From an optimization exercise on the open Yosys and OpenROAD flow, aimed at small area; shortcuts taken in it are not production practice. In this exercise RTL edits were held to simulation tests only and were not proved equivalent to the original. In runs 4 to 7 the design's own scripts or RTL, not TritonCTS, make the clock network. The clock port is modelled as an ideal driver, which makes a skipped or thinned clock tree look cheaper than it is; a real chip needs a root buffer or a tree. Power and IR drop assume default switching activity.

### design/flow/design.v
`timescale 1ns / 1ps
module LC3(reset, clk, mem_addr, mem_wdata, mem_we, mem_rdata);
	input reset, clk;
	output [15:0] mem_addr, mem_wdata;
	output mem_we;
	input [15:0] mem_rdata;
	reg [3:0] ph;
	reg clr, p2;
	reg [15:0] irr;
	reg [15:0] pc, mdr;
	reg [15:0] r0, r1, r2, r3, r4, r5, r6, r7;
	reg f1, f0;	 
	reg ac, pcc;
	wire first = ~clr & ~p2 & (ph == 4'd0);
	wire [15:0] ir = {irr[15:4], 1'b0, irr[2:0]};
	wire [15:0] ire = first ? mem_rdata : ir;
	wire [3:0] op = ire[15:12];
	wire isADD = (op == 4'b0001);
	wire isAND = (op == 4'b0101);
	wire isNOT = (op == 4'b1001);
	wire isBR  = (op == 4'b0000);
	wire isLD  = (op == 4'b0010);
	wire isST  = (op == 4'b0011);
	wire isJSR = (op == 4'b0100);
	wire isJMP = (op == 4'b1100);
	wire isALU = isADD | isAND | isNOT;
	wire isMEM = isLD | isST;
	wire [7:0] tail = {r7[0], r6[0], r5[0], r4[0], r3[0], r2[0], r1[0], r0[0]};
	wire [2:0] sa = isMEM ? ire[11:9] : ire[8:6];
	wire a = tail[sa];
	wire rb = tail[ire[2:0]];
	wire ext = isALU ? (ph > 4'd4) : isJSR ? (ph > 4'd10) : (ph > 4'd8);
	wire sgn = isALU ? ir[4] : isJSR ? ir[10] : ir[8];
	wire obit = first ? mem_rdata[0] : ext ? sgn : mdr[0];
	wire b = ire[5] ? obit : rb;
	wire acin = (ph == 4'd0) ? 1'b0 : ac;
	wire asum = a ^ b ^ acin;
	wire ar = isADD ? asum : isAND ? (a & b) : ~a;
	wire taken = (~f1 & f0 & ire[11]) | (f1 & ~f0 & ire[10]) | (f1 & f0 & ire[9]);
	wire pin = (isJMP | (p2 & isMEM)) ? a : pc[0];
	wire q = (p2 ? isJSR : ((isBR & taken) | isMEM)) & obit;
	wire pcin = (ph == 4'd0) ? ~(isJMP | (p2 & isJSR)) : pcc;
	wire psum = pin ^ q ^ pcin;
	wire ldbit = (isLD & (ph == 4'd0)) ? mem_rdata[0] : mdr[0];
	wire wen = p2 ? isMEM : (isALU | isJSR | isMEM);
	wire [2:0] wsel = isJSR ? 3'd7 : ire[11:9];
	wire wbit = p2 ? ldbit : isJSR ? psum : isMEM ? pc[0] : ar;
	wire setcc = ~clr & (p2 ? isLD : isALU);
	wire clearing = reset | clr;
	wire [7:0] wk;
	genvar k;
	generate for (k = 0; k < 8; k = k + 1) begin : wd
		assign wk[k] = wen & (wsel == k);
	end endgenerate
	wire [7:0] wkc = wk | {8{clearing}};
	wire wbc = wbit & ~clearing;
	wire [7:0] rin = (wkc & {8{wbc}}) | (~wkc & tail);
	wire pnew = ~clearing & psum;
	wire cap = first | (p2 & isLD & (ph == 4'd0));
	wire sin = (isJSR & ~p2) ? obit : a;
	always @(posedge clk) begin
		irr <= ire;
		r0 <= {rin[0], r0[15:1]};
		r1 <= {rin[1], r1[15:1]};
		r2 <= {rin[2], r2[15:1]};
		r3 <= {rin[3], r3[15:1]};
		r4 <= {rin[4], r4[15:1]};
		r5 <= {rin[5], r5[15:1]};
		r6 <= {rin[6], r6[15:1]};
		r7 <= {rin[7], r7[15:1]};
		pc <= {pnew, pc[15:1]};
		ac <= (a & b) | (a & acin) | (b & acin);
		pcc <= (pin & q) | (pin & pcin) | (q & pcin);
		mdr <= {sin, cap ? mem_rdata[15:1] : mdr[15:1]};
	end
	always @(posedge clk) begin
		if (reset) begin
			f1 <= 1'b0; f0 <= 1'b0;
		end else if (setcc) begin
			if (ph == 4'd15) begin
				f1 <= ~wbit;
				f0 <= wbit | ~f1;
			end else if (ph == 4'd0)
				f1 <= ~wbit;
			else
				f1 <= f1 & ~wbit;
		end
	end
	always @(posedge clk) begin
		if (reset) begin
			ph <= 4'd0; clr <= 1'b1; p2 <= 1'b0;
		end else begin
			ph <= ph + 4'd1;
			if (ph == 4'd15) begin
				clr <= 1'b0;
				p2 <= ~clr & ~p2 & (isMEM | isJSR);
			end
		end
	end
	assign mem_addr = pc;
	assign mem_wdata = mdr;
	assign mem_we = p2 & (ph == 4'd0) & isST;
endmodule
### design/flow/flow/abc_area.script
strash
dch
amap
topo
### design/flow/config.mk
export PLATFORM = sky130hd
export DESIGN_NAME = LC3
export DESIGN_NICKNAME = LC3
export VERILOG_FILES = /design/flow/design.v
export SDC_FILE = /design/flow/constraint.sdc
export NUM_CORES = 4
export LEC_CHECK = 0
export ABC_AREA = 1
export CAP_MARGIN = 20
export CORE_MARGIN = 2
export CORE_UTILIZATION = 70
export CTS_BUF_LIST = sky130_fd_sc_hd__clkbuf_2 sky130_fd_sc_hd__clkbuf_4 sky130_fd_sc_hd__clkbuf_8
export SLEW_MARGIN = 20
### design/flow/standard.sh
#!/bin/bash
# synth_recipe.tcl (not shown) runs the flow's synth.tcl, then flattens the netlist and writes it again
# the make line also repeats each setting of config.mk as NAME=value (left out here)
make -C /OpenROAD-flow-scripts/flow DESIGN_CONFIG=/design/flow/config.mk WORK_HOME=/design/flow/orfs CLKGATE_MAP_FILE= SYNTH_SCRIPT=/design/flow/synth_recipe.tcl "${@:-finish}"
### design/flow/flow/run.sh
#!/bin/bash
# The standard layout, with two changes:
#  - synthesis maps the logic with ABC's area-oriented amap (flow/abc_area.script) instead of
#    ORFS's area script; otherwise it is synth_recipe.tcl unchanged (same registers and names)
#  - the port buffers use the smallest buffer cell
set -euo pipefail
here=$(pwd)
{
  echo "proc abc {args} { set i [lsearch \$args -script]; if {\$i >= 0} { lset args [expr {\$i+1}] $here/flow/abc_area.script }; yosys abc {*}\$args }"
  cat synth_recipe.tcl
} > own_synth.tcl
bash standard.sh "SYNTH_SCRIPT=$here/own_synth.tcl" "BUFFER_PORTS_ARGS=-buffer_cell sky130_fd_sc_hd__buf_1" "CTS_ARGS=-sink_clustering_enable -repair_clock_nets -dont_use_dummy_load -buf_list {sky130_fd_sc_hd__clkbuf_2 sky130_fd_sc_hd__clkbuf_4 sky130_fd_sc_hd__clkbuf_8}" finish > standard_flow.log 2>&1
### design/flow/constraint.sdc
create_clock -name core_clock -period 7.0 [get_ports {clk}]
set_input_delay 1.4000 -clock core_clock [delete_from_list [all_inputs] [get_ports {clk}]]
set_output_delay 1.4000 -clock core_clock [all_outputs]
set_load 0.01 [all_outputs]
==> results_dict.tcl, run 1 <==
set metrics [dict create \
    gates_resized_cts_repair 0 \
    start_util_pct 71.2 \
    gr-total-overflow 0 \
    maxCapViolCount 0 \
    wire_per_inst_um 17.3 \
    dr_total_vias 3029 \
    synth_fp_nets 400 \
    drt.antenna.violating_nets 0 \
    setup_viols_final 0 \
    cts_made_buffers 17 \
    final-seq-area_mm2 0.00371 \
    timing.critical_path.buf_inv 5 \
    power-per-cell-area_mw_per_mm2 348 \
    timing.reg2reg.setup_slack_ns 0.44 \
    ys_seq_elements 185 \
    timing.max_slew.rel_slack_pct 55.0 \
    path_max_fanout 18 \
    cp.depth 22 \
    cts_tree "built" \
    multi_input_area_um2 975 \
    hold_class "reg2reg" \
    worst-setup-path-type "reg2reg" \
    drc 0 \
    path_clk_slew_ns 0.10 \
    synthesis.area_mm2 0.00478 \
    cts.path.max_buffers 2 \
    routabilityCongestion 0.965 \
    antenna_found_initial 0 \
    core.rowCount 30 \
    yosysTopAreaCell "sky130_fd_sc_hd__dfxtp_1" \
    critical_path.startpoint_type "flop" \
    cts_post_setup_buffers_inserted 0 \
    cp_cell_sequence "clkinv_1, ha_1, nand3_1, nor3_1, clkinv_1, o22ai_1, nand2_1, nor2_1, clkinv_1, o22ai_1, clkinv_1, a221oi_1, a21oi_1, o21ai_0, clkinv_1, nor2b_1, nor2_1, a21oi_1, o32ai_1, a221o_1, a31oi_2, a211oi_1" \
    drt_pass1_iterations 5 \
    crit_path_slowest_cell "sky130_fd_sc_hd__a31oi_2" \
    util_after_layout_pct 79.2 \
    synthToLayoutAreaGrowth_pct 11.2 \
    yosys_warnings 1 \
    fmax_mhz 152 \
    worstPathRequired_ns 7.25 \
    critical-path-top-cell-by-count "sky130_fd_sc_hd__clkinv_1" \
    cp.arrival_ns 6.81 \
    crit_family "compound AO/OA/AOI/OAI gates" \
    critical_path.max_stage_delay_ns 0.53 \
    final_period_demand_of_the_worst_path_ns 6.56 \
    post_drt_via_cell_ratio 5.75 \
    worst_hold_slack_across_all_endpoints_ns 0.309 \
    layout-drive-gt1-share_pct 4.47 \
    fin_crit_sh_pct 93.8 \
    timing.final.max_slew_violations 0 \
    totalPowerFinal_w 0.00185 \
    port-buffer-count 50 \
    tritoncts_num_sinks 185 \
    grt_use_total_pct 26.4 \
    first_global_vias 2988 \
    syn-instance-count 379 \
    root_buffer "sky130_fd_sc_hd__clkbuf_8" \
    clock_insertion_delay_worst_skew_ns 0.44 \
    crit-reg2reg-launch "ph[0]" \
    grt_start_max_net_pins 21 \
    final-hold-violation-count 0 \
    fin_nets 470 \
    preCtsSetupSlack_ns 0.441 \
    leakagePower_nw 2.01 \
    peak_supply_drop_uv 285 \
    detailedPlacementHpwl_um 6270 \
    total_routed_length_um 9120 \
    setup.worst_path.end_class "flop" \
    layout_setup_ws_ns 0.437 \
    fp.coreArea_mm2 0.00672 \
    average_cell_area_after_synthesis_um2 12.6 \
    yosys-top-cells-area "sky130_fd_sc_hd__dfxtp_1 77%, sky130_fd_sc_hd__nor2_1 2.9%, sky130_fd_sc_hd__a22o_1 2.6%" \
    rsz_0062_raised_after_global_routing "no" \
    cell_depth_of_the_worst_flop_to_flop_path 22 \
    regToRegEndpoint "r4[15]" \
    fraction_of_the_yosys_area_taken_by_sequential_cells_pct 77.6 \
    htreeDepth 4 \
    grt_pass1_wl_um 14600 \
    num_io_pins 51 \
    timing.critical_path.to "r4[15]" \
    cts-hold-fix-buffers 0 \
    yosysTopAreaCellShare_pct 77.0 \
    die_area_mm2 0.00751 \
    detailedRoute.firstIterationViolations 291 \
    filler_cell_count 399 \
    diodes_inserted 0 \
    fin_tns_setup_ns 0 \
    worst_pin_slew_ns 0.674 \
    ys_types 28 \
    fin_worst_skew_ns 0.0368 \
    die-height_um 86.7 \
    status "finished clean" \
    die_width_um 86.7 \
    crit_path_start "ph[0]" \
]
per-stage QoR:
step | cells | cell area, µm²
floorplan | 379 | 4780
global placement | 510 | 5080
detailed placement | 510 | 5080
CTS | 527 | 5310
global route | 527 | 5320
finish | 527 | 5320
worst reg2reg max path: stages (launching register included):
cell	delay [ns]
sky130_fd_sc_hd__dfxtp_1	0.35
sky130_fd_sc_hd__clkinv_1	0.08
sky130_fd_sc_hd__ha_1	0.22
sky130_fd_sc_hd__nand3_1	0.27
sky130_fd_sc_hd__nor3_1	0.30
sky130_fd_sc_hd__clkinv_1	0.47
sky130_fd_sc_hd__o22ai_1	0.43
sky130_fd_sc_hd__nand2_1	0.19
sky130_fd_sc_hd__nor2_1	0.45
sky130_fd_sc_hd__clkinv_1	0.33
sky130_fd_sc_hd__o22ai_1	0.45
sky130_fd_sc_hd__clkinv_1	0.24
sky130_fd_sc_hd__a221oi_1	0.33
sky130_fd_sc_hd__a21oi_1	0.07
sky130_fd_sc_hd__o21ai_0	0.44
sky130_fd_sc_hd__clkinv_1	0.18
sky130_fd_sc_hd__nor2b_1	0.19
sky130_fd_sc_hd__nor2_1	0.07
sky130_fd_sc_hd__a21oi_1	0.14
sky130_fd_sc_hd__o32ai_1	0.10
sky130_fd_sc_hd__a221o_1	0.35
sky130_fd_sc_hd__a31oi_2	0.53
sky130_fd_sc_hd__a211oi_1	0.20
worst min-delay path by stage:
stage | depth (start not counted) | to | startpoint
4_1_cts | 0 | r7[8] | r7[9]
3_5_place_dp | 0 | r0[0] | r0[1]
6_report | 0 | r7[8] | r7[9]
2_1_floorplan | 0 | r0[0] | r0[1]
5_1_grt | 0 | r7[8] | r7[9]
3_3_place_gp | 0 | r4[7] | r4[8]
final cells by class:
cell class                      count  share of cell area (%)
Clock buffer                       17                    4.40
Inverter                           28                    1.97
Multi-Input combinational cell    166                    18.3
Sequential cell                   185                    69.8
Tap cell                           80                    1.88
Timing Repair Buffer               51                    3.67
per-layer routing:
| metal | GRT usage [%] | vias up | wire (µm) |
|---|---|---|---|
| met5 | 0 | - | 0 |
| met1 | 33.0 | 1404 | 3920 |
| met2 | 41.8 | 151 | 4340 |
| met4 | 12.4 | 0 | 217 |
| met3 | 8.38 | 26 | 647 |
| li1 | - | 1448 | - |
logic make-up after synthesis:
| group | count (synthesis) | share of synthesized area [%] |
|---|---|---|
| AO/OA/AOI/OAI | 88 | 12.5 |
| buffers and inverters | 28 | 2.20 |
| flip-flops | 185 | 77.6 |
| adder cells (fa/ha/maj) | 3 | 0.941 |
| AND/OR/NAND/NOR | 75 | 6.72 |
cell usage in the layout, fill, tap and decap left out, types with 2 or more instances in the layout:
cell                       synthesis  layout
sky130_fd_sc_hd__a211oi_1         11      11
sky130_fd_sc_hd__a21oi_1          16      16
sky130_fd_sc_hd__a221oi_1          4       4
sky130_fd_sc_hd__a22o_1           14      14
sky130_fd_sc_hd__a31oi_1           3       2
sky130_fd_sc_hd__buf_1             0      50
sky130_fd_sc_hd__clkbuf_8          0      17
sky130_fd_sc_hd__clkinv_1         28      28
sky130_fd_sc_hd__dfxtp_1         184     184
sky130_fd_sc_hd__ha_1              2       2
sky130_fd_sc_hd__nand2_1          16      16
sky130_fd_sc_hd__nand3_1           2       2
sky130_fd_sc_hd__nor2_1           37      36
sky130_fd_sc_hd__nor2b_1           2       2
sky130_fd_sc_hd__nor3_1           12      12
sky130_fd_sc_hd__o21ai_0          12      12
sky130_fd_sc_hd__o221ai_1          2       2
sky130_fd_sc_hd__o22ai_1          19      19
sky130_fd_sc_hd__o32ai_1           2       2
sky130_fd_sc_hd__or3_1             2       2
sky130_fd_sc_hd__or4_1             2       2
synthesized netlist by cell type:
cell and instances:
sky130_fd_sc_hd__nor2_1 37, sky130_fd_sc_hd__clkinv_1 28, sky130_fd_sc_hd__a221oi_1 4, sky130_fd_sc_hd__o221ai_1 2, sky130_fd_sc_hd__a22o_1 14, sky130_fd_sc_hd__edfxtp_1 1, sky130_fd_sc_hd__o21a_1 1, sky130_fd_sc_hd__nand3_1 2
sky130_fd_sc_hd__nand2b_1 1, sky130_fd_sc_hd__o21ai_0 12, sky130_fd_sc_hd__o311ai_0 1, sky130_fd_sc_hd__nor2b_1 2, sky130_fd_sc_hd__nor3_1 12, sky130_fd_sc_hd__a211oi_1 11, sky130_fd_sc_hd__nand2_1 16, sky130_fd_sc_hd__a31oi_1 3
sky130_fd_sc_hd__dfxtp_1 184, sky130_fd_sc_hd__a21oi_1 16, sky130_fd_sc_hd__o22ai_1 19, sky130_fd_sc_hd__fa_1 1, sky130_fd_sc_hd__or4_1 2, sky130_fd_sc_hd__ha_1 2, sky130_fd_sc_hd__o22a_1 1, sky130_fd_sc_hd__o221a_1 1
sky130_fd_sc_hd__a221o_1 1, sky130_fd_sc_hd__o32ai_1 2, sky130_fd_sc_hd__or3_1 2, sky130_fd_sc_hd__nor4_1 1
power by group:
part | switching (W) | internal, W
sequential | 0.0000264 | 0.00111
combinational | 0.000131 | 0.0000796
clock | 0.000295 | 0.000215
==> run 2, diff against run 1 <==
--- a/design/flow/flow/run.sh
+++ b/design/flow/flow/run.sh
@@ -10,3 +10,3 @@
   cat synth_recipe.tcl
 } > own_synth.tcl
-bash standard.sh "SYNTH_SCRIPT=$here/own_synth.tcl" "BUFFER_PORTS_ARGS=-buffer_cell sky130_fd_sc_hd__buf_1" "CTS_ARGS=-sink_clustering_enable -repair_clock_nets -dont_use_dummy_load -buf_list {sky130_fd_sc_hd__clkbuf_2 sky130_fd_sc_hd__clkbuf_4 sky130_fd_sc_hd__clkbuf_8}" finish > standard_flow.log 2>&1
+bash standard.sh "SYNTH_SCRIPT=$here/own_synth.tcl" "BUFFER_PORTS_ARGS=-buffer_cell sky130_fd_sc_hd__buf_1" "CTS_ARGS=-sink_clustering_enable -repair_clock_nets -dont_use_dummy_load -buf_list {sky130_fd_sc_hd__clkbuf_8 sky130_fd_sc_hd__clkbuf_16} -sink_clustering_size 40 -sink_clustering_max_diameter 150" finish > standard_flow.log 2>&1
==> results_dict.tcl, run 2 <==
set metrics [dict create \
    grt_most_used_layer "met2" \
    synth_fp_nets 400 \
    ys_seq_elements 185 \
    hold_class "reg2reg" \
    fin_nets 470 \
    grt_pass1_wl_um 17100 \
    path_clk_slew_ns 0.08 \
    layout-drive-gt1-share_pct 4.47 \
    fraction_of_the_yosys_area_taken_by_sequential_cells_pct 77.6 \
    die_width_um 86.7 \
    root_buffer "sky130_fd_sc_hd__clkbuf_8" \
    util_after_layout_pct 82.0 \
    cts_tree "built" \
    cts_made_buffers 17 \
    routabilityCongestion 0.965 \
    critical_path.startpoint_type "flop" \
    cts_post_setup_buffers_inserted 0 \
    maxCapViolCount 0 \
    htreeDepth 4 \
    total_routed_length_um 11100 \
    gates_resized_cts_repair 0 \
    totalPowerFinal_w 0.00211 \
    fin_crit_sh_pct 94.0 \
    grt_start_max_net_pins 21 \
    worst-setup-path-type "reg2reg" \
    final-hold-violation-count 0 \
    drt_pass1_iterations 5 \
    die-height_um 86.7 \
    num_io_pins 51 \
    fmax_mhz 152 \
    cts.path.max_buffers 2 \
    setup.worst_path.end_class "flop" \
    power-per-cell-area_mw_per_mm2 382 \
    yosys-top-cells-area "sky130_fd_sc_hd__dfxtp_1 77%, sky130_fd_sc_hd__nor2_1 2.9%, sky130_fd_sc_hd__a22o_1 2.6%" \
    peak_supply_drop_uv 259 \
    antenna_found_initial 0 \
    syn-instance-count 379 \
    yosysTopAreaCell "sky130_fd_sc_hd__dfxtp_1" \
    wire_per_inst_um 21.1 \
    timing.max_slew.rel_slack_pct 51.2 \
    ys_types 28 \
    core.rowCount 30 \
    detailedPlacementHpwl_um 6270 \
    final_period_demand_of_the_worst_path_ns 6.58 \
    grt_util_met2_pct 53.5 \
    port-buffer-count 50 \
    drc 0 \
    post_drt_via_cell_ratio 6.07 \
    clock_insertion_delay_worst_skew_ns 0.52 \
    count_of_flip_flops_with_a_built_in_enable_after_synthesis 1 \
    cts-hold-fix-buffers 0 \
    diodes_inserted 0 \
    yosys_warnings 1 \
    average_cell_area_after_synthesis_um2 12.6 \
    grt_use_met1_pct 37.1 \
    postSynth.topFlopCell "sky130_fd_sc_hd__dfxtp_1" \
    final_common_cell "sky130_fd_sc_hd__dfxtp_1" \
    first_global_vias 3216 \
    synthToLayoutAreaGrowth_pct 15.2 \
    cp.arrival_ns 6.96 \
    tritoncts_num_sinks 185 \
    synthesis.area_mm2 0.00478 \
    leakagePower_nw 2.10 \
    path_max_fanout 18 \
    gr-total-overflow 0 \
    rsz_0062_raised_after_global_routing "no" \
    status "finished clean" \
    ys_async_sr_fraction_pct 0 \
    yosysTopAreaCellShare_pct 77.0 \
    postPlaceCellArea_mm2 0.00508 \
    worst_pin_slew_ns 0.726 \
    drt.antenna.violating_nets 0 \
    groute.layer.met3.usage_pct 8.29 \
    netlist_top_cells_count "184 x sky130_fd_sc_hd__dfxtp_1, 37 x sky130_fd_sc_hd__nor2_1, 28 x sky130_fd_sc_hd__clkinv_1" \
    detailedRoute.firstIterationViolations 390 \
    fin_area_mm2 0.00551 \
    fp.coreArea_mm2 0.00672 \
    worstPathRequired_ns 7.38 \
    start_util_pct 71.2 \
    grt_use_total_pct 31.3 \
    timing.final.max_slew_violations 0 \
    fin_worst_skew_ns 0.0264 \
    post-synth-top-count-cell "sky130_fd_sc_hd__dfxtp_1" \
    die_area_mm2 0.00751 \
    final_cell_mix "184 x sky130_fd_sc_hd__dfxtp_1, 50 x sky130_fd_sc_hd__buf_1, 36 x sky130_fd_sc_hd__nor2_1" \
    dr_total_vias 3199 \
    fin_tns_setup_ns 0 \
    setup_viols_final 0 \
]
run 2: cell counts after synthesis:
Identical to the previous run, type by type.
run 2: per-layer routing:
metal	vias to the layer above	share of wire [%]
met5	-	0
met4	0	3.2
met3	45	6.9
met2	205	50
met1	1507	40
li1	1442	-
run 2: final timing paths:
kind | from | to | slack [ns] | cells after the start
worst max register to register | ph[0] | r0[15] | 0.42 | 23
worst min-delay path | r7[9] | r7[8] | 0.32 | 0
worst max-delay path | ph[0] | r0[15] | 0.42 | 23
worst min register to register | r7[9] | r7[8] | 0.32 | 0
run 2: logic make-up after synthesis:
logic type | count (synthesis) | share of synthesized area, %
compound gates | 88 | 12.5
fa+ha+maj | 3 | 0.941
buf+inv | 28 | 2.20
flops | 185 | 77.6
simple gates | 75 | 6.72
run 2: layout make-up:
class | instances | area, µm²
sequential | 185 | 3710
clock buffer | 17 | 414
timing repair buffer | 51 | 195
tap | 80 | 100
multi-input combinational | 166 | 983
fill | 325 | 1210
inverter | 28 | 105
run 2: per-stage QoR:
stage	std cells	hold slack [ns]	setup slack, ns
2_1_floorplan	379	0.310	0.791
3_3_place_gp	510	0.310	0.880
3_5_place_dp	510	0.312	0.441
4_1_cts	527	0.317	0.186
5_1_grt	527	0.318	0.0439
6_report	527	0.316	0.423
run 2: where the power goes:
group / internal, W / leakage [nW] / total (W) / switching, W
logic: 0.0000819 / 0.392 / 0.000222 / 0.000140
clock network: 0.000405 / 0.204 / 0.000750 / 0.000345
registers: 0.00111 / 1.50 / 0.00113 / 0.0000277
total: 0.00159 / 2.10 / 0.00211 / 0.000512
run 2: critical path: stages, from the launching register on:
cell and delay, ns:
sky130_fd_sc_hd__dfxtp_1 0.34, sky130_fd_sc_hd__clkinv_1 0.09, sky130_fd_sc_hd__ha_1 0.23, sky130_fd_sc_hd__nand3_1 0.28, sky130_fd_sc_hd__nor3_1 0.31, sky130_fd_sc_hd__clkinv_1 0.47, sky130_fd_sc_hd__o22ai_1 0.43, sky130_fd_sc_hd__nand2_1 0.19
sky130_fd_sc_hd__nor2_1 0.45, sky130_fd_sc_hd__clkinv_1 0.36, sky130_fd_sc_hd__o22ai_1 0.47, sky130_fd_sc_hd__clkinv_1 0.25, sky130_fd_sc_hd__a221oi_1 0.36, sky130_fd_sc_hd__a21oi_1 0.09, sky130_fd_sc_hd__o21ai_0 0.44, sky130_fd_sc_hd__clkinv_1 0.18
sky130_fd_sc_hd__nor2b_1 0.19, sky130_fd_sc_hd__nor2_1 0.08, sky130_fd_sc_hd__nor2_1 0.08, sky130_fd_sc_hd__a21oi_1 0.04, sky130_fd_sc_hd__o32ai_1 0.28, sky130_fd_sc_hd__a221o_1 0.24, sky130_fd_sc_hd__a31oi_4 0.19, sky130_fd_sc_hd__a211oi_1 0.40
==> run 3, diff against run 2 <==
--- a/design/flow/flow/run.sh
+++ b/design/flow/flow/run.sh
@@ -10,3 +10,3 @@
   cat synth_recipe.tcl
 } > own_synth.tcl
-bash standard.sh "SYNTH_SCRIPT=$here/own_synth.tcl" "BUFFER_PORTS_ARGS=-buffer_cell sky130_fd_sc_hd__buf_1" "CTS_ARGS=-sink_clustering_enable -repair_clock_nets -dont_use_dummy_load -buf_list {sky130_fd_sc_hd__clkbuf_8 sky130_fd_sc_hd__clkbuf_16} -sink_clustering_size 40 -sink_clustering_max_diameter 150" finish > standard_flow.log 2>&1
+bash standard.sh "SYNTH_SCRIPT=$here/own_synth.tcl" "BUFFER_PORTS_ARGS=-buffer_cell sky130_fd_sc_hd__buf_1" "CTS_ARGS=-sink_clustering_enable -repair_clock_nets -dont_use_dummy_load -buf_list {sky130_fd_sc_hd__clkbuf_4 sky130_fd_sc_hd__clkbuf_8} -sink_clustering_size 25 -sink_clustering_max_diameter 100 -sink_clustering_levels 1" finish > standard_flow.log 2>&1
==> results_dict.tcl, run 3 <==
set metrics [dict create \
    status "finished clean" \
    fin_crit_sh_pct 93.8 \
    synthToLayoutAreaGrowth_pct 11.2 \
    average_cell_area_after_synthesis_um2 12.6 \
    hold_start "r7[9]" \
    ys_seq_elements 185 \
    final_common_cell "sky130_fd_sc_hd__dfxtp_1" \
    fin_nets 470 \
    final_period_demand_of_the_worst_path_ns 6.56 \
    clock_insertion_delay_worst_skew_ns 0.44 \
    final_cell_mix "184 x sky130_fd_sc_hd__dfxtp_1, 50 x sky130_fd_sc_hd__buf_1, 36 x sky130_fd_sc_hd__nor2_1" \
    cp.arrival_ns 6.81 \
    timing.max_slew.rel_slack_pct 55.0 \
    crit_path_slowest_cell "sky130_fd_sc_hd__a31oi_2" \
    crit-reg2reg-launch "ph[0]" \
    cell_depth_of_the_worst_flop_to_flop_path 22 \
    power-per-cell-area_mw_per_mm2 348 \
    drt_pass1_iterations 5 \
    synth-xor-area-share_pct 0 \
    path_max_fanout 18 \
    grt_pass1_wl_um 14600 \
    cts.path.max_buffers 2 \
    setup_viols_final 0 \
    grt_start_max_net_pins 21 \
    core.rowCount 30 \
    worst-setup-path-type "reg2reg" \
    critical-path-top-cell-by-count "sky130_fd_sc_hd__clkinv_1" \
    critical_path.startpoint_type "flop" \
    num_io_pins 51 \
    synthAdderAreaFrac_pct 0.941 \
    netlist_top_cells_count "184 x sky130_fd_sc_hd__dfxtp_1, 37 x sky130_fd_sc_hd__nor2_1, 28 x sky130_fd_sc_hd__clkinv_1" \
    worst_pin_slew_ns 0.674 \
    rsz_0062_raised_after_global_routing "no" \
    worstPathRequired_ns 7.25 \
    critical_path.max_stage_delay_ns 0.53 \
    grt_use_total_pct 26.4 \
    diodes_inserted 0 \
    yosysTopAreaCellShare_pct 77.0 \
    regToRegEndpoint "r4[15]" \
    hold_worst_path_end "r7[8]" \
    tritoncts_num_sinks 185 \
    leakagePower_nw 2.01 \
    synth_fp_nets 400 \
    setup.worst_path.end_class "flop" \
    drt.antenna.violating_nets 0 \
    cts_made_buffers 17 \
    detailedPlacementHpwl_um 6270 \
    cts_post_setup_buffers_inserted 0 \
    timing.final.max_slew_violations 0 \
    timing.critical_path.buf_inv 5 \
    synthesis.area_mm2 0.00478 \
    yosys-top-cells-area "sky130_fd_sc_hd__dfxtp_1 77%, sky130_fd_sc_hd__nor2_1 2.9%, sky130_fd_sc_hd__a22o_1 2.6%" \
    gates_resized_cts_repair 0 \
    gr-total-overflow 0 \
    antenna_found_initial 0 \
    main_combinational_cell_family_by_area_after_synthesis "compound AO/OA/AOI/OAI gates" \
    synth_mux_area_share_pct 0 \
    yosys_warnings 1 \
    min_delay_path_depth 0 \
    ys_types 28 \
    routabilityCongestion 0.965 \
    dr_total_vias 3029 \
    htreeDepth 4 \
    fraction_of_the_yosys_area_taken_by_sequential_cells_pct 77.6 \
    final-hold-violation-count 0 \
    post-synth-top-count-cell "sky130_fd_sc_hd__dfxtp_1" \
    synth_compound_gate_area_share_pct 12.5 \
    cts-hold-fix-buffers 0 \
    timing.reg2reg.setup_slack_ns 0.44 \
    total_routed_length_um 9120 \
    die_width_um 86.7 \
    postSynth.topFlopCell "sky130_fd_sc_hd__dfxtp_1" \
    post_drt_via_cell_ratio 5.75 \
    fin_worst_skew_ns 0.0368 \
    hold_class "reg2reg" \
    detailedRoute.firstIterationViolations 291 \
    yosysTopAreaCell "sky130_fd_sc_hd__dfxtp_1" \
    ys_async_sr_fraction_pct 0 \
    count_of_flip_flops_with_a_built_in_enable_after_synthesis 1 \
    root_buffer "sky130_fd_sc_hd__clkbuf_8" \
    die_area_mm2 0.00751 \
    fmax_mhz 152 \
    crit_family "compound AO/OA/AOI/OAI gates" \
    syn-instance-count 379 \
    fp.coreArea_mm2 0.00672 \
    path_clk_slew_ns 0.10 \
    drc 0 \
    layout-drive-gt1-share_pct 4.47 \
    port-buffer-count 50 \
    peak_supply_drop_uv 285 \
    die-height_um 86.7 \
    cp_cell_sequence "clkinv_1, ha_1, nand3_1, nor3_1, clkinv_1, o22ai_1, nand2_1, nor2_1, clkinv_1, o22ai_1, clkinv_1, a221oi_1, a21oi_1, o21ai_0, clkinv_1, nor2b_1, nor2_1, a21oi_1, o32ai_1, a221o_1, a31oi_2, a211oi_1" \
    synth-simple-area-share_pct 6.72 \
    totalPowerFinal_w 0.00185 \
    first_global_vias 2988 \
    cts_tree "built" \
    wire_per_inst_um 17.3 \
    maxCapViolCount 0 \
    fin_tns_setup_ns 0 \
    start_util_pct 71.2 \
    crit_path_start "ph[0]" \
]
## run 3: cell count changes in the layout (fill, tap and decap cells not counted)
| cell | previous run | this run |
|---|---|---|
| sky130_fd_sc_hd__clkbuf_16 | 16 | 0 |
| sky130_fd_sc_hd__clkbuf_8 | 1 | 17 |
| sky130_fd_sc_hd__a31oi_2 | 0 | 1 |
| sky130_fd_sc_hd__a31oi_4 | 1 | 0 |
## run 3: cells by family after synthesis
kind of cell,count (synthesis)
adder cells (fa/ha/maj),3
buffers and inverters,28
flip-flops,185
AND/OR/NAND/NOR,75
AO/OA/AOI/OAI,88
## run 3: worst reg2reg max path, delay by kind of cell, from the launching register on
| kind | cells | cell delay (ns) |
|---|---|---|
| AO/OA/AOI/OAI | 10 | 3.04 |
| adder cells (fa/ha/maj) | 1 | 0.22 |
| buffers and inverters | 5 | 1.30 |
| flip-flops | 1 | 0.35 |
| AND/OR/NAND/NOR | 6 | 1.47 |
## run 3: per-stage QoR
step	setup WS (ns)	cells	instance area [µm²]	utilization (%)	hold slack (ns)
2_1_floorplan	0.791	379	4780	-	0.310
5_1_grt	0.0249	527	5320	79.2	0.310
4_1_cts	0.357	527	5310	79.1	0.311
3_3_place_gp	0.880	510	5080	75.6	0.310
6_report	0.437	527	5320	79.2	0.309
3_5_place_dp	0.441	510	5080	75.6	0.312
## run 3: layer usage
metal	global-route usage [%]	part of all wire [%]	vias to the layer above
met4	12.4	2.4	0
met3	8.38	7.1	26
met5	0	0	-
met1	33.0	43	1404
li1	-	-	1448
met2	41.8	48	151
## run 3: cell type report
| type | count | area, µm² |
|---|---|---|
| sequential | 185 | 3710 |
| fill | 399 | 1400 |
| multi-input combinational | 166 | 975 |
| clock buffer | 17 | 234 |
| timing repair buffer | 51 | 195 |
| inverter | 28 | 105 |
| tap | 80 | 100 |
## run 3: worst max path at each step
| stage | to | slack (ns) | cells past startpoint |
|---|---|---|---|
| finish | r4[15] | 0.44 | 22 |
| detailed placement | r0[15] | 0.44 | 22 |
| floorplan | f1 | 0.79 | 22 |
| global placement | f1 | 0.88 | 22 |
| global route | r0[15] | 0.02 | 22 |
| CTS | r0[15] | 0.36 | 22 |
## run 3: report_power, final
group / leakage (nW) / switching (W) / total, W / internal (W)
sequential: 1.50 / 0.0000264 / 0.00113 / 0.00111
clock: 0.122 / 0.000295 / 0.000510 / 0.000215
combinational: 0.390 / 0.000131 / 0.000211 / 0.0000796
total: 2.01 / 0.000453 / 0.00185 / 0.00140
==> run 4, diff against run 3 <==
==> design/flow/flow/run.sh (replaced) <==
#!/bin/bash
# The standard layout, with two changes:
#  - synthesis maps the logic with ABC's area-oriented amap (flow/abc_area.script) instead of
#    ORFS's area script; otherwise it is synth_recipe.tcl unchanged (same registers and names)
#  - the port buffers use the smallest buffer cell
#  - the clock tree is built by flow/cts_pre.tcl instead of TritonCTS
set -euo pipefail
here=$(pwd)
{
  echo "proc abc {args} { set i [lsearch \$args -script]; if {\$i >= 0} { lset args [expr {\$i+1}] $here/flow/abc_area.script }; yosys abc {*}\$args }"
  cat synth_recipe.tcl
} > own_synth.tcl
bash standard.sh "SYNTH_SCRIPT=$here/own_synth.tcl" "BUFFER_PORTS_ARGS=-buffer_cell sky130_fd_sc_hd__buf_1" "PRE_CTS_TCL=$here/flow/cts_pre.tcl" finish > standard_flow.log 2>&1
==> design/flow/flow/clock_tree.tcl (new file) <==
# Hand-built clock tree. The flip-flop clock pins are split into NCOL x NROW groups
# of equal size (columns by x, then rows by y inside each column); each group gets
# a leaf clock buffer at its centre of gravity. With ROOT set, the clock port drives
# one root buffer at the centre of the leaves, which drives the leaves; else the
# port drives the leaves itself.
proc build_clock_tree {ncol nrow leafbuf rootbuf} {
  set db [ord::get_db]
  set block [ord::get_db_block]
  set clkNet [$block findNet clk]
  set pts {}
  foreach it [$clkNet getITerms] {
    set bb [[$it getInst] getBBox]
    lappend pts [list $it [expr {([$bb xMin] + [$bb xMax]) / 2}] [expr {([$bb yMin] + [$bb yMax]) / 2}]]
  }
  set n [llength $pts]
  set byx [lsort -integer -index 1 $pts]
  set groups {}
  for {set c 0} {$c < $ncol} {incr c} {
    set col [lrange $byx [expr {$c * $n / $ncol}] [expr {($c + 1) * $n / $ncol - 1}]]
    set m [llength $col]
    set byy [lsort -integer -index 2 $col]
    for {set r 0} {$r < $nrow} {incr r} {
      lappend groups [lrange $byy [expr {$r * $m / $nrow}] [expr {($r + 1) * $m / $nrow - 1}]]
    }
  }
  set lmaster [$db findMaster $leafbuf]
  set k 0
  set leaves {}
  set sx 0; set sy 0
  foreach g $groups {
    set gx 0; set gy 0
    foreach p $g { incr gx [lindex $p 1]; incr gy [lindex $p 2] }
    set gx [expr {$gx / [llength $g]}]; set gy [expr {$gy / [llength $g]}]
    set inst [odb::dbInst_create $block $lmaster "clkleaf_$k"]
    set net [odb::dbNet_create $block "clkleaf_net_$k"]
    $net setSigType CLOCK
    [$inst findITerm X] connect $net
    foreach p $g { set it [lindex $p 0]; $it disconnect; $it connect $net }
    $inst setLocation $gx $gy
    $inst setPlacementStatus PLACED
    lappend leaves $inst
    incr sx $gx; incr sy $gy
    incr k
  }
  if {$rootbuf ne ""} {
    set rinst [odb::dbInst_create $block [$db findMaster $rootbuf] "clkroot"]
    set rnet [odb::dbNet_create $block "clkroot_net"]
    $rnet setSigType CLOCK
    [$rinst findITerm A] connect $clkNet
    [$rinst findITerm X] connect $rnet
    $rinst setLocation [expr {$sx / $k}] [expr {$sy / $k}]
    $rinst setPlacementStatus PLACED
    foreach inst $leaves { [$inst findITerm A] connect $rnet }
  } else {
    foreach inst $leaves { [$inst findITerm A] connect $clkNet }
  }
  puts "custom clock tree: $k x $leafbuf, root '$rootbuf', $n sinks"
}
==> design/flow/flow/cts_pre.tcl (new file) <==
# Sourced by ORFS's cts.tcl (PRE_CTS_TCL) before clock_tree_synthesis: builds the clock
# tree by hand (flow/clock_tree.tcl: the port drives one root clkbuf_8, which drives ten
# clkbuf_8 leaves, each feeding an equal-sized group of nearby flip-flops) and turns the
# clock_tree_synthesis call that follows into setting the clock as propagated.
source [file join [file dirname [info script]] clock_tree.tcl]
build_clock_tree 5 2 sky130_fd_sc_hd__clkbuf_8 sky130_fd_sc_hd__clkbuf_8
proc clock_tree_synthesis {args} {
  set_propagated_clock [all_clocks]
  puts "clock tree built by flow/cts_pre.tcl"
}
==> results_dict.tcl, run 4 <==
set metrics [dict create \
    synthesis.area_mm2 0.00478 \
    synthToLayoutAreaGrowth_pct 9.52 \
    cp.arrival_ns 6.90 \
    num_io_pins 51 \
    util_after_layout_pct 78.0 \
    die_width_um 86.7 \
    timing.reg2reg.setup_slack_ns 0.35 \
    postPlaceCellArea_mm2 0.00508 \
    routabilityCongestion 0.965 \
    worstPathRequired_ns 7.25 \
    synth_fp_nets 400 \
    diodes_inserted 0 \
    status "finished clean" \
    power-per-cell-area_mw_per_mm2 335 \
    fmax_mhz 150 \
    post-synth-top-count-cell "sky130_fd_sc_hd__dfxtp_1" \
    yosysTopAreaCellShare_pct 77.0 \
    fin_nets 464 \
    average_cell_area_after_synthesis_um2 12.6 \
    drt_pass1_iterations 5 \
    gr-total-overflow 0 \
    timing.final.max_slew_violations 0 \
    syn-instance-count 379 \
    clock_insertion_delay_worst_skew_ns 0.40 \
    fin_area_mm2 0.00524 \
    critical_path.startpoint_type "flop" \
    hold_class "reg2reg" \
    grt_use_total_pct 23.8 \
    final_common_cell "sky130_fd_sc_hd__dfxtp_1" \
    worst-setup-path-type "reg2reg" \
    ys_async_sr_fraction_pct 0 \
    multi_input_area_um2 975 \
    yosys_warnings 1 \
    setup_viols_final 0 \
    final_period_demand_of_the_worst_path_ns 6.65 \
    start_util_pct 71.2 \
    final-hold-violation-count 0 \
    drc 0 \
    first_global_vias 2912 \
    crit_path_start "ph[0]" \
    wire_per_inst_um 17.2 \
    timing.max_slew.rel_slack_pct 54.9 \
    total_routed_length_um 8980 \
    timing.critical_path.to "r0[15]" \
    ys_seq_elements 185 \
    fin_tns_setup_ns 0 \
    fraction_of_the_yosys_area_taken_by_sequential_cells_pct 77.6 \
    setup.worst_path.end_class "flop" \
    yosysTopAreaCell "sky130_fd_sc_hd__dfxtp_1" \
    detailedRoute.firstIterationViolations 269 \
    cts-hold-fix-buffers 0 \
    totalPowerFinal_w 0.00176 \
    antenna_found_initial 0 \
    grt_pass1_wl_um 14200 \
    leakagePower_nw 1.97 \
    fp.coreArea_mm2 0.00672 \
    detailedPlacementHpwl_um 6270 \
    worst_pin_slew_ns 0.675 \
    cell_depth_of_the_worst_flop_to_flop_path 22 \
    final_cell_mix "184 x sky130_fd_sc_hd__dfxtp_1, 50 x sky130_fd_sc_hd__buf_1, 36 x sky130_fd_sc_hd__nor2_1" \
    fin_worst_skew_ns 0.0119 \
    fin_crit_sh_pct 95.0 \
    post_drt_via_cell_ratio 5.77 \
    layout-drive-gt1-share_pct 3.17 \
    path_clk_slew_ns 0.11 \
    count_of_flip_flops_with_a_built_in_enable_after_synthesis 1 \
    path_max_fanout 18 \
    die-height_um 86.7 \
    drt.antenna.violating_nets 0 \
    rsz_0062_raised_after_global_routing "no" \
    regToRegEndpoint "r0[15]" \
    core.rowCount 30 \
    dr_total_vias 3004 \
    filler_cell_count 409 \
    maxCapViolCount 0 \
    netlist_top_cells_count "184 x sky130_fd_sc_hd__dfxtp_1, 37 x sky130_fd_sc_hd__nor2_1, 28 x sky130_fd_sc_hd__clkinv_1" \
    final-seq-area_mm2 0.00371 \
    port-buffer-count 50 \
    yosys-top-cells-area "sky130_fd_sc_hd__dfxtp_1 77%, sky130_fd_sc_hd__nor2_1 2.9%, sky130_fd_sc_hd__a22o_1 2.6%" \
    postSynth.topFlopCell "sky130_fd_sc_hd__dfxtp_1" \
    grt_start_max_net_pins 20 \
    die_area_mm2 0.00751 \
    peak_supply_drop_uv 244 \
    ys_types 28 \
    crit-reg2reg-launch "ph[0]" \
]
## run 4: power by group
group / switching [W] / leakage (nW) / internal, W
sequential: 0.0000270 / 1.50 / 0.00110
clock: 0.000271 / 0.0791 / 0.000142
combinational: 0.000131 / 0.390 / 0.0000796
## run 4: how the worst min path moves through the flow
| stage | startpoint | end | slack (ns) | depth (start not counted) |
|---|---|---|---|---|
| finish | r0[1] | r0[0] | 0.33 | 0 |
| global route | r1[5] | r1[4] | 0.34 | 0 |
| global placement | r4[8] | r4[7] | 0.31 | 0 |
| CTS | r0[1] | r0[0] | 0.33 | 0 |
| floorplan | r0[1] | r0[0] | 0.31 | 0 |
| detailed placement | r0[1] | r0[0] | 0.31 | 0 |
## run 4: per-stage QoR
stage	std cells	hold WS [ns]	worst slack [ns]
6_report	521	0.328	0.351
3_5_place_dp	510	0.312	0.441
2_1_floorplan	379	0.310	0.791
5_1_grt	521	0.341	0.0770
4_1_cts	521	0.332	0.363
3_3_place_gp	510	0.310	0.880
## run 4: worst max-delay path: stages (launching register included)
cell and delay, ns:
sky130_fd_sc_hd__dfxtp_1 0.34, sky130_fd_sc_hd__clkinv_1 0.09, sky130_fd_sc_hd__ha_1 0.22, sky130_fd_sc_hd__nand3_1 0.27, sky130_fd_sc_hd__nor3_1 0.32, sky130_fd_sc_hd__clkinv_1 0.50, sky130_fd_sc_hd__o22ai_1 0.45, sky130_fd_sc_hd__nand2_1 0.19
sky130_fd_sc_hd__nor2_1 0.45, sky130_fd_sc_hd__clkinv_1 0.33, sky130_fd_sc_hd__o22ai_1 0.45, sky130_fd_sc_hd__clkinv_1 0.24, sky130_fd_sc_hd__a221oi_1 0.33, sky130_fd_sc_hd__a21oi_1 0.09, sky130_fd_sc_hd__o21ai_0 0.46, sky130_fd_sc_hd__clkinv_1 0.19
sky130_fd_sc_hd__nor2b_1 0.19, sky130_fd_sc_hd__nor2_1 0.07, sky130_fd_sc_hd__a21oi_1 0.14, sky130_fd_sc_hd__o32ai_1 0.10, sky130_fd_sc_hd__a221o_1 0.34, sky130_fd_sc_hd__a31oi_2 0.54, sky130_fd_sc_hd__a211oi_1 0.19
## run 4: routing by layer
layer	routed length, µm	GRT usage, %	up-vias
met3	600	2.86	25
li1	-	-	1433
met4	212	5.68	0
met2	4390	42.9	154
met1	3780	30.8	1392
met5	0	0	-
## run 4: logic make-up after synthesis
logic type | share of synthesized area (%)
compound gates | 12.5
fa+ha+maj | 0.941
buf+inv | 2.20
flops | 77.6
simple gates | 6.72
## run 4: area by class of cell
| class | count | share of cell area, % |
|---|---|---|
| well taps | 80 | 1.91 |
| inverters | 28 | 2.01 |
| flip-flops and latches | 185 | 70.9 |
| repair buffers | 51 | 3.72 |
| multi-input cells | 166 | 18.6 |
| plain buffers | 11 | 2.89 |
## run 4: what timing repair did
action	CTS	global route
resized for setup	0	1
setup endpoints to repair	0	10
setup buffers	0	0
==> run 5, diff against run 4 <==
--- a/design/flow/flow/run.sh
+++ b/design/flow/flow/run.sh
@@ -1,4 +1,4 @@
 #!/bin/bash
-# The standard layout, with two changes:
+# The standard layout, with three changes:
 #  - synthesis maps the logic with ABC's area-oriented amap (flow/abc_area.script) instead of
 #    ORFS's area script; otherwise it is synth_recipe.tcl unchanged (same registers and names)
==> results_dict.tcl, run 5 <==
set metrics [dict create \
    status "finished clean" \
    netlist_top_cells_count "184 x sky130_fd_sc_hd__dfxtp_1, 37 x sky130_fd_sc_hd__nor2_1, 28 x sky130_fd_sc_hd__clkinv_1" \
    fin_nets 464 \
    power-per-cell-area_mw_per_mm2 335 \
    cp.arrival_ns 6.90 \
    drt_pass1_iterations 5 \
    detailedRoute.firstIterationViolations 269 \
    post-synth-top-count-cell "sky130_fd_sc_hd__dfxtp_1" \
    synth_fp_nets 400 \
    syn-instance-count 379 \
    routabilityCongestion 0.965 \
    gr-total-overflow 0 \
    yosys_warnings 1 \
    fin_worst_skew_ns 0.0119 \
    grt_start_max_net_pins 20 \
    fmax_mhz 150 \
    dr_total_vias 3004 \
    worst_hold_slack_across_all_endpoints_ns 0.328 \
    die_width_um 86.7 \
    timing.max_slew.rel_slack_pct 54.9 \
    port-buffer-count 50 \
    cts-hold-fix-buffers 0 \
    worst-setup-path-type "reg2reg" \
    fraction_of_the_yosys_area_taken_by_sequential_cells_pct 77.6 \
    wire_per_inst_um 17.2 \
    setup_viols_final 0 \
    synthesis.area_mm2 0.00478 \
    dp_cells 510 \
    final-hold-violation-count 0 \
    layout-drive-gt1-share_pct 3.17 \
    rsz_0062_raised_after_global_routing "no" \
    final_common_cell "sky130_fd_sc_hd__dfxtp_1" \
    gates_resized_cts_repair 0 \
    die_area_mm2 0.00751 \
    timing.final.max_slew_violations 0 \
    synthToLayoutAreaGrowth_pct 9.52 \
    final-seq-area_mm2 0.00371 \
    detailedPlacementHpwl_um 6270 \
    ys_seq_elements 185 \
    critical_path.startpoint_type "flop" \
    cts_post_setup_buffers_inserted 0 \
    num_io_pins 51 \
    worst_pin_slew_ns 0.675 \
    peak_supply_drop_uv 244 \
    postPlaceCellArea_mm2 0.00508 \
    core.rowCount 30 \
    yosys-top-cells-area "sky130_fd_sc_hd__dfxtp_1 77%, sky130_fd_sc_hd__nor2_1 2.9%, sky130_fd_sc_hd__a22o_1 2.6%" \
    fin_crit_sh_pct 95.0 \
    synth-xor-area-share_pct 0 \
    worstPathRequired_ns 7.25 \
    path_clk_slew_ns 0.11 \
    filler_cell_count 409 \
    fin_tns_setup_ns 0 \
    count_of_flip_flops_with_a_built_in_enable_after_synthesis 1 \
    fin_area_mm2 0.00524 \
    synth-simple-area-share_pct 6.72 \
    leakagePower_nw 1.97 \
    util_after_layout_pct 78.0 \
    cell_depth_of_the_worst_flop_to_flop_path 22 \
    synthAdderAreaFrac_pct 0.941 \
    hold_class "reg2reg" \
    synth_mux_area_share_pct 0 \
    drc 0 \
    clock_insertion_delay_worst_skew_ns 0.40 \
    final_period_demand_of_the_worst_path_ns 6.65 \
    grt_pass1_wl_um 14200 \
    diodes_inserted 0 \
    setup.worst_path.end_class "flop" \
    first_global_vias 2912 \
    start_util_pct 71.2 \
    total_routed_length_um 8980 \
    fp.coreArea_mm2 0.00672 \
    min_delay_path_depth 0 \
    ys_types 28 \
    yosysTopAreaCell "sky130_fd_sc_hd__dfxtp_1" \
    drt.antenna.violating_nets 0 \
    yosysTopAreaCellShare_pct 77.0 \
    antenna_found_initial 0 \
    synth_compound_gate_area_share_pct 12.5 \
    grt_use_total_pct 23.8 \
    main_combinational_cell_family_by_area_after_synthesis "compound AO/OA/AOI/OAI gates" \
    die-height_um 86.7 \
    ys_async_sr_fraction_pct 0 \
    maxCapViolCount 0 \
    average_cell_area_after_synthesis_um2 12.6 \
    final-instance-count-excl-fill 521 \
    multi_input_area_um2 975 \
    final_cell_mix "184 x sky130_fd_sc_hd__dfxtp_1, 50 x sky130_fd_sc_hd__buf_1, 36 x sky130_fd_sc_hd__nor2_1" \
    post_drt_via_cell_ratio 5.77 \
    postSynth.topFlopCell "sky130_fd_sc_hd__dfxtp_1" \
    path_max_fanout 18 \
]
## run 5: cell counts after synthesis
No cell type changed its count.
## run 5: path summary, 6_finish.rpt
path / start / endpoint / slack, ns
worst max-delay path: ph[0] / r0[15] / 0.35
worst min register to register: r0[1] / r0[0] / 0.33
worst min-delay path: r0[1] / r0[0] / 0.33
worst max register to register: ph[0] / r0[15] / 0.35
## run 5: cell families (layout without fill, tap and decap cells)
family	after synthesis	count (layout)
adders and majority gates	3	3
buffers and inverters	28	90
AOI/OAI and AO/OA	88	88
and+or+nand+nor	75	75
DFF	185	185
## run 5: routing by layer
metal / vias to the layer above / track usage (%) / wire length, µm / part of all wire, %
li1: 1433 / - / - / -
met3: 25 / 2.86 / 600 / 6.7
met1: 1392 / 30.8 / 3780 / 42
met5: - / 0 / 0 / 0
met4: 0 / 5.68 / 212 / 2.4
met2: 154 / 42.9 / 4390 / 49
## run 5: worst max-delay path: stages (launching register included)
cell,delay [ns]
sky130_fd_sc_hd__dfxtp_1,0.34
sky130_fd_sc_hd__clkinv_1,0.09
sky130_fd_sc_hd__ha_1,0.22
sky130_fd_sc_hd__nand3_1,0.27
sky130_fd_sc_hd__nor3_1,0.32
sky130_fd_sc_hd__clkinv_1,0.50
sky130_fd_sc_hd__o22ai_1,0.45
sky130_fd_sc_hd__nand2_1,0.19
sky130_fd_sc_hd__nor2_1,0.45
sky130_fd_sc_hd__clkinv_1,0.33
sky130_fd_sc_hd__o22ai_1,0.45
sky130_fd_sc_hd__clkinv_1,0.24
sky130_fd_sc_hd__a221oi_1,0.33
sky130_fd_sc_hd__a21oi_1,0.09
sky130_fd_sc_hd__o21ai_0,0.46
sky130_fd_sc_hd__clkinv_1,0.19
sky130_fd_sc_hd__nor2b_1,0.19
sky130_fd_sc_hd__nor2_1,0.07
sky130_fd_sc_hd__a21oi_1,0.14
sky130_fd_sc_hd__o32ai_1,0.10
sky130_fd_sc_hd__a221o_1,0.34
sky130_fd_sc_hd__a31oi_2,0.54
sky130_fd_sc_hd__a211oi_1,0.19
## run 5: area by class of cell
type	count	area share [%]
flip-flops and latches	185	70.9
multi-input cells	166	18.6
repair buffers	51	3.72
plain buffers	11	2.89
inverters	28	2.01
well taps	80	1.91
## run 5: per-stage QoR
stage	power (W)	setup WS [ns]
floorplan	0.00129	0.791
global placement	0.00135	0.880
detailed placement	0.00136	0.441
CTS	0.00176	0.363
global route	0.00182	0.0770
finish	0.00176	0.351
## run 5: where the power goes
| part | leakage [nW] | total, W | internal (W) | switching, W |
|---|---|---|---|---|
| registers | 1.50 | 0.00113 | 0.00110 | 0.0000270 |
| clock network | 0.0791 | 0.000413 | 0.000142 | 0.000271 |
| logic | 0.390 | 0.000211 | 0.0000796 | 0.000131 |
| total | 1.97 | 0.00176 | 0.00133 | 0.000428 |
==> run 6, diff against run 5 <==
--- a/design/flow/design.v
+++ b/design/flow/design.v
@@ -11,5 +11,5 @@
 	reg [15:0] r0, r1, r2, r3, r4, r5, r6, r7;
 	reg f1, f0;	 
-	reg ac, pcc;
+	reg cy;
 	wire first = ~clr & ~p2 & (ph == 4'd0);
 	wire [15:0] ir = {irr[15:4], 1'b0, irr[2:0]};
@@ -27,24 +27,23 @@
 	wire isMEM = isLD | isST;
 	wire [7:0] tail = {r7[0], r6[0], r5[0], r4[0], r3[0], r2[0], r1[0], r0[0]};
-	wire [2:0] sa = isMEM ? ire[11:9] : ire[8:6];
+	wire [2:0] sa = (isALU & ~p2) ? ire[2:0] : isMEM ? ire[11:9] : ire[8:6];
 	wire a = tail[sa];
-	wire rb = tail[ire[2:0]];
 	wire ext = isALU ? (ph > 4'd4) : isJSR ? (ph > 4'd10) : (ph > 4'd8);
 	wire sgn = isALU ? ir[4] : isJSR ? ir[10] : ir[8];
 	wire obit = first ? mem_rdata[0] : ext ? sgn : mdr[0];
-	wire b = ire[5] ? obit : rb;
-	wire acin = (ph == 4'd0) ? 1'b0 : ac;
-	wire asum = a ^ b ^ acin;
-	wire ar = isADD ? asum : isAND ? (a & b) : ~a;
+	wire alu2 = p2 & isALU;
+	wire b = mdr[0];
 	wire taken = (~f1 & f0 & ire[11]) | (f1 & ~f0 & ire[10]) | (f1 & f0 & ire[9]);
-	wire pin = (isJMP | (p2 & isMEM)) ? a : pc[0];
+	wire x = (alu2 | isJMP | (p2 & isMEM)) ? a : pc[0];
 	wire q = (p2 ? isJSR : ((isBR & taken) | isMEM)) & obit;
-	wire pcin = (ph == 4'd0) ? ~(isJMP | (p2 & isJSR)) : pcc;
-	wire psum = pin ^ q ^ pcin;
+	wire y = alu2 ? b : q;
+	wire cin = (ph == 4'd0) ? ~(alu2 | isJMP | (p2 & isJSR)) : cy;
+	wire sum = x ^ y ^ cin;
+	wire ar = isADD ? sum : isAND ? (a & b) : ~a;
 	wire ldbit = (isLD & (ph == 4'd0)) ? mem_rdata[0] : mdr[0];
-	wire wen = p2 ? isMEM : (isALU | isJSR | isMEM);
+	wire wen = p2 ? (isMEM | isALU) : (isJSR | isMEM);
 	wire [2:0] wsel = isJSR ? 3'd7 : ire[11:9];
-	wire wbit = p2 ? ldbit : isJSR ? psum : isMEM ? pc[0] : ar;
-	wire setcc = ~clr & (p2 ? isLD : isALU);
+	wire wbit = p2 ? (isALU ? ar : ldbit) : isJSR ? sum : pc[0];
+	wire setcc = ~clr & p2 & (isLD | isALU);
 	wire clearing = reset | clr;
 	wire [7:0] wk;
@@ -56,7 +55,7 @@
 	wire wbc = wbit & ~clearing;
 	wire [7:0] rin = (wkc & {8{wbc}}) | (~wkc & tail);
-	wire pnew = ~clearing & psum;
+	wire pnew = ~clearing & (alu2 ? pc[0] : sum);
 	wire cap = first | (p2 & isLD & (ph == 4'd0));
-	wire sin = (isJSR & ~p2) ? obit : a;
+	wire sin = (~p2 & (isJSR | (isALU & ire[5]))) ? obit : a;
 	always @(posedge clk) begin
 		irr <= ire;
@@ -70,6 +69,5 @@
 		r7 <= {rin[7], r7[15:1]};
 		pc <= {pnew, pc[15:1]};
-		ac <= (a & b) | (a & acin) | (b & acin);
-		pcc <= (pin & q) | (pin & pcin) | (q & pcin);
+		cy <= (x & y) | (x & cin) | (y & cin);
 		mdr <= {sin, cap ? mem_rdata[15:1] : mdr[15:1]};
 	end
@@ -94,5 +92,5 @@
 			if (ph == 4'd15) begin
 				clr <= 1'b0;
-				p2 <= ~clr & ~p2 & (isMEM | isJSR);
+				p2 <= ~clr & ~p2 & (isMEM | isJSR | isALU);
 			end
 		end
==> results_dict.tcl, run 6 <==
set metrics [dict create \
    fin_tns_setup_ns 0 \
    clock_insertion_delay_worst_skew_ns 0.40 \
    port-buffer-count 50 \
    gr-total-overflow 0 \
    start_util_pct 71.2 \
    status "finished clean" \
    ys_types 31 \
    die_width_um 86.4 \
    syn-instance-count 378 \
    ys_async_sr_fraction_pct 0 \
    drt_pass1_iterations 4 \
    fin_crit_sh_pct 89.9 \
    cts-hold-fix-buffers 0 \
    detailedPlacementHpwl_um 6480 \
    antenna_found_initial 0 \
    fin_nets 465 \
    setup_viols_final 0 \
    worst-setup-path-type "reg2reg" \
    total_routed_length_um 8920 \
    worst_pin_slew_ns 0.628 \
    post_drt_via_cell_ratio 5.63 \
    num_io_pins 51 \
    first_global_vias 2802 \
    diodes_inserted 0 \
    wire_per_inst_um 17.1 \
    crit_path_slowest_cell "sky130_fd_sc_hd__nor2_2" \
    yosys-top-cells-area "sky130_fd_sc_hd__dfxtp_1 77%, sky130_fd_sc_hd__nor2_1 4.0%, sky130_fd_sc_hd__a22o_1 2.6%" \
    path_max_fanout 16 \
    critical-path-top-cell-by-count "sky130_fd_sc_hd__clkinv_1" \
    final-hold-violation-count 0 \
    hold_class "reg2reg" \
    critical_path.max_stage_delay_ns 0.53 \
    final_period_demand_of_the_worst_path_ns 6.29 \
    grt_start_max_net_pins 20 \
    cp.arrival_ns 6.56 \
    drc 0 \
    postSynth.topFlopCell "sky130_fd_sc_hd__dfxtp_1" \
    fin_worst_skew_ns 0.0187 \
    fraction_of_the_yosys_area_taken_by_sequential_cells_pct 77.7 \
    drt.antenna.violating_nets 0 \
    synth_fp_nets 399 \
    fp.coreArea_mm2 0.00668 \
    die_area_mm2 0.00747 \
    ys_seq_elements 184 \
    setup.worst_path.end_class "flop" \
    synthesis.area_mm2 0.00476 \
    worstPathRequired_ns 7.27 \
    post-synth-top-count-cell "sky130_fd_sc_hd__dfxtp_1" \
    count_of_flip_flops_with_a_built_in_enable_after_synthesis 1 \
    rsz_0062_raised_after_global_routing "no" \
    dr_total_vias 2941 \
    final_common_cell "sky130_fd_sc_hd__dfxtp_1" \
    yosys_warnings 1 \
    core.rowCount 30 \
    routabilityCongestion 0.964 \
    timing.max_slew.rel_slack_pct 58.1 \
    util_after_layout_pct 78.1 \
    maxCapViolCount 0 \
    power-per-cell-area_mw_per_mm2 336 \
    detailedRoute.firstIterationViolations 203 \
    layout-drive-gt1-share_pct 3.62 \
    yosysTopAreaCellShare_pct 77.0 \
    grt_use_total_pct 24.0 \
    synthToLayoutAreaGrowth_pct 9.76 \
    peak_supply_drop_uv 289 \
    netlist_top_cells_count "183 x sky130_fd_sc_hd__dfxtp_1, 51 x sky130_fd_sc_hd__nor2_1, 29 x sky130_fd_sc_hd__clkinv_1" \
    final_cell_mix "183 x sky130_fd_sc_hd__dfxtp_1, 50 x sky130_fd_sc_hd__nor2_1, 50 x sky130_fd_sc_hd__buf_1" \
    grt_pass1_wl_um 14100 \
    yosysTopAreaCell "sky130_fd_sc_hd__dfxtp_1" \
    critical_path.startpoint_type "flop" \
    die-height_um 86.4 \
    leakagePower_nw 1.96 \
    average_cell_area_after_synthesis_um2 12.6 \
    timing.final.max_slew_violations 0 \
    fmax_mhz 159 \
    path_clk_slew_ns 0.10 \
]
==> run 6: cell types whose count changed after synthesis, sizes merged, moves of 7 or more <==
cell   before  now
a21oi      16    5
nor2       37   51
nor3       12    5
o22ai      19   12
==> run 6: logic make-up after synthesis <==
family | synth area share (%)
simple gates | 7.42
compound gates | 11.5
buf+inv | 2.45
flops | 77.7
fa+ha+maj | 0.947
==> run 6: report_power, final <==
part / switching [W] / internal, W / total [W]
clock network: 0.000266 / 0.000142 / 0.000409
logic: 0.000128 / 0.0000792 / 0.000207
registers: 0.0000333 / 0.00110 / 0.00114
total: 0.000427 / 0.00132 / 0.00175
==> run 6: area by class of cell <==
cell class	instances	area [µm²]
sequential	184	3690
inverter	29	109
tap	80	100
multi-input combinational	164	948
timing repair buffer	54	218
fill	411	1460
buffer	11	151
==> run 6: final timing paths <==
check,startpoint,endpoint,slack (ns),cells after the start
setup / recovery,ph[0],r4[15],0.71,25
hold / removal,r7[9],r7[8],0.32,0
setup reg to reg,ph[0],r4[15],0.71,25
hold reg to reg,r7[9],r7[8],0.32,0
==> run 6: worst max-delay path: cells and delay by family, from the launching register on <==
kind	cells	cell delay, ns
buf+inv	7	1.39
fa+ha+maj	2	0.64
simple gates	6	1.46
flops	1	0.35
compound gates	10	2.32
==> run 6: timing repair <==
item                       4_1_cts  5_1_grt
setup endpoints to repair        0       10
hold endpoints to repair         0        0
buffers inserted                 0        0
resized for setup                0        1
==> run 6: per-layer routing <==
layer	up-vias	GRT usage, %	wire (µm)
li1	1416	-	-
met1	1359	32.7	3730
met4	0	6.11	230
met2	142	41.3	4310
met3	24	2.67	653
met5	-	0	0
==> run 6: stage by stage <==
step	instances	hold WS, ns	total power, W	instance area (µm²)	setup slack, ns
floorplan	378	0.310	0.00129	4760	1.41
global placement	511	0.310	0.00135	5070	0.823
detailed placement	511	0.312	0.00136	5070	0.539
CTS	522	0.326	0.00176	5220	0.502
global route	522	0.335	0.00182	5220	0.167
finish	522	0.321	0.00175	5220	0.710
==> run 7, diff against run 6 <==
--- a/design/flow/design.v
+++ b/design/flow/design.v
@@ -33,12 +33,11 @@
 	wire obit = first ? mem_rdata[0] : ext ? sgn : mdr[0];
 	wire alu2 = p2 & isALU;
-	wire b = mdr[0];
 	wire taken = (~f1 & f0 & ire[11]) | (f1 & ~f0 & ire[10]) | (f1 & f0 & ire[9]);
 	wire x = (alu2 | isJMP | (p2 & isMEM)) ? a : pc[0];
 	wire q = (p2 ? isJSR : ((isBR & taken) | isMEM)) & obit;
-	wire y = alu2 ? b : q;
+	wire y = alu2 ? mdr[0] : q;
 	wire cin = (ph == 4'd0) ? ~(alu2 | isJMP | (p2 & isJSR)) : cy;
 	wire sum = x ^ y ^ cin;
-	wire ar = isADD ? sum : isAND ? (a & b) : ~a;
+	wire ar = isADD ? sum : isAND ? (a & mdr[0]) : ~a;
 	wire ldbit = (isLD & (ph == 4'd0)) ? mem_rdata[0] : mdr[0];
 	wire wen = p2 ? (isMEM | isALU) : (isJSR | isMEM);
==> results_dict.tcl, run 7 <==
set metrics [dict create \
    grt_use_total_pct 22.7 \
    cp.arrival_ns 6.59 \
    rsz_0062_raised_after_global_routing "no" \
    start_util_pct 71.1 \
    gr-total-overflow 0 \
    gates_resized_cts_repair 0 \
    grt_pass1_wl_um 13500 \
    fin_tns_setup_ns 0 \
    antenna_found_initial 0 \
    synthesis.area_mm2 0.00475 \
    dr_total_vias 2952 \
    count_of_flip_flops_with_a_built_in_enable_after_synthesis 1 \
    die_area_mm2 0.00746 \
    regToRegEndpoint "r3[15]" \
    yosysTopAreaCell "sky130_fd_sc_hd__dfxtp_1" \
    syn-instance-count 377 \
    timing.critical_path.buf_inv 7 \
    netlist_top_cells_count "183 x sky130_fd_sc_hd__dfxtp_1, 51 x sky130_fd_sc_hd__nor2_1, 29 x sky130_fd_sc_hd__clkinv_1" \
    worst_pin_slew_ns 0.699 \
    leakagePower_nw 1.96 \
    power-per-cell-area_mw_per_mm2 336 \
    critical-path-top-cell-by-count "sky130_fd_sc_hd__clkinv_1" \
    filler_cell_count 428 \
    drc 0 \
    peak_supply_drop_uv 236 \
    worst-setup-path-type "reg2reg" \
    final_common_cell "sky130_fd_sc_hd__dfxtp_1" \
    grt_start_max_net_pins 20 \
    yosysTopAreaCellShare_pct 77.2 \
    ys_async_sr_fraction_pct 0 \
    detailedPlacementHpwl_um 6100 \
    crit-reg2reg-launch "ph[0]" \
    synth_fp_nets 398 \
    yosys-top-cells-area "sky130_fd_sc_hd__dfxtp_1 77%, sky130_fd_sc_hd__nor2_1 4.0%, sky130_fd_sc_hd__a22o_1 2.6%" \
    detailedRoute.firstIterationViolations 244 \
    timing.final.max_slew_violations 0 \
    setup_viols_final 0 \
    fraction_of_the_yosys_area_taken_by_sequential_cells_pct 77.8 \
    layout-drive-gt1-share_pct 3.40 \
    cell_depth_of_the_worst_flop_to_flop_path 25 \
    fin_nets 464 \
    min_delay_path_depth 0 \
    worstPathRequired_ns 7.29 \
    ys_seq_elements 184 \
    critical_path.startpoint_type "flop" \
    totalPowerFinal_w 0.00175 \
    drt_pass1_iterations 5 \
    synthToLayoutAreaGrowth_pct 9.78 \
    final_cell_mix "183 x sky130_fd_sc_hd__dfxtp_1, 50 x sky130_fd_sc_hd__nor2_1, 50 x sky130_fd_sc_hd__buf_1" \
    status "finished clean" \
    core.rowCount 30 \
    num_io_pins 51 \
    diodes_inserted 0 \
    fin_worst_skew_ns 0.0146 \
    cts-hold-fix-buffers 0 \
    crit_family "compound AO/OA/AOI/OAI gates" \
    total_routed_length_um 8610 \
    postSynth.topFlopCell "sky130_fd_sc_hd__dfxtp_1" \
    die-height_um 86.4 \
    critical_path.max_stage_delay_ns 0.53 \
    average_cell_area_after_synthesis_um2 12.6 \
    routabilityCongestion 0.991 \
    fp.coreArea_mm2 0.00668 \
    ys_types 30 \
    crit_path_start "ph[0]" \
    yosys_warnings 1 \
    cp.depth 25 \
    crit_path_slowest_cell "sky130_fd_sc_hd__nor2_2" \
    timing.max_slew.rel_slack_pct 53.3 \
    path_max_fanout 16 \
    die_width_um 86.4 \
]
run 7: how the worst min path moves through the flow:
stage | start | end | slack [ns]
global placement | r1[11] | r1[10] | 0.31
CTS | r5[15] | r5[14] | 0.33
finish | r5[12] | r5[11] | 0.32
floorplan | r0[1] | r0[0] | 0.31
detailed placement | r0[12] | r0[11] | 0.31
global route | r0[3] | r0[2] | 0.34
run 7: cells by family (layout without fill, tap and decap cells):
kind of cell	after synthesis	after routing	share of synthesized area, %
DFF	184	184	77.8
and+or+nand+nor	85	85	7.43
AOI/OAI and AO/OA	76	76	11.5
buffers and inverters	29	93	2.29
adders and majority gates	3	3	0.949
run 7: per-layer routing:
layer | track usage [%] | vias up | wire length (µm)
li1 | - | 1411 | -
met1 | 31.3 | 1373 | 3690
met2 | 38.7 | 144 | 4050
met3 | 2.57 | 24 | 627
met4 | 5.82 | 0 | 233
met5 | 0 | - | 0
run 7: per-stage QoR:
step	cells	worst slack [ns]	utilization [%]	hold WS, ns	cell area, µm²
finish	521	0.703	78.0	0.325	5210
global route	521	0.234	78.0	0.335	5210
CTS	521	0.540	78.0	0.333	5210
detailed placement	510	0.621	75.7	0.312	5060
global placement	510	0.876	75.7	0.311	5060
floorplan	377	1.41	-	0.310	4750
run 7: worst reg2reg max path, delay by kind of cell (launching register included):
kind                       cells  cell delay (ns)
AOI/OAI and AO/OA             10             2.32
and+or+nand+nor                6             1.45
buffers and inverters          7             1.39
adders and majority gates      2             0.66
DFF                            1             0.34
run 7: final cells by class:
type                    instances  area [µm²]  share of cell area [%]
inverters                      29         109                    2.09
flip-flops and latches        184        3690                    70.9
plain buffers                  11         151                    2.90
repair buffers                 53         210                    4.03
multi-input cells             164         948                    18.2
well taps                      80         100                    1.92
run 7: power by group:
| part | internal, W | switching (W) |
|---|---|---|
| combinational | 0.0000782 | 0.000127 |
| clock | 0.000142 | 0.000271 |
| sequential | 0.00110 | 0.0000312 |
| total | 0.00132 | 0.000429 |

Setup slack of run 7, layout unchanged: 0.703 ns with ideal ports, 0.703 ns with driving cells assumed (clock clkbuf_16, inputs buf_2), 0.703 ns with port delays also shifted by the 0.431 ns mid clock arrival.
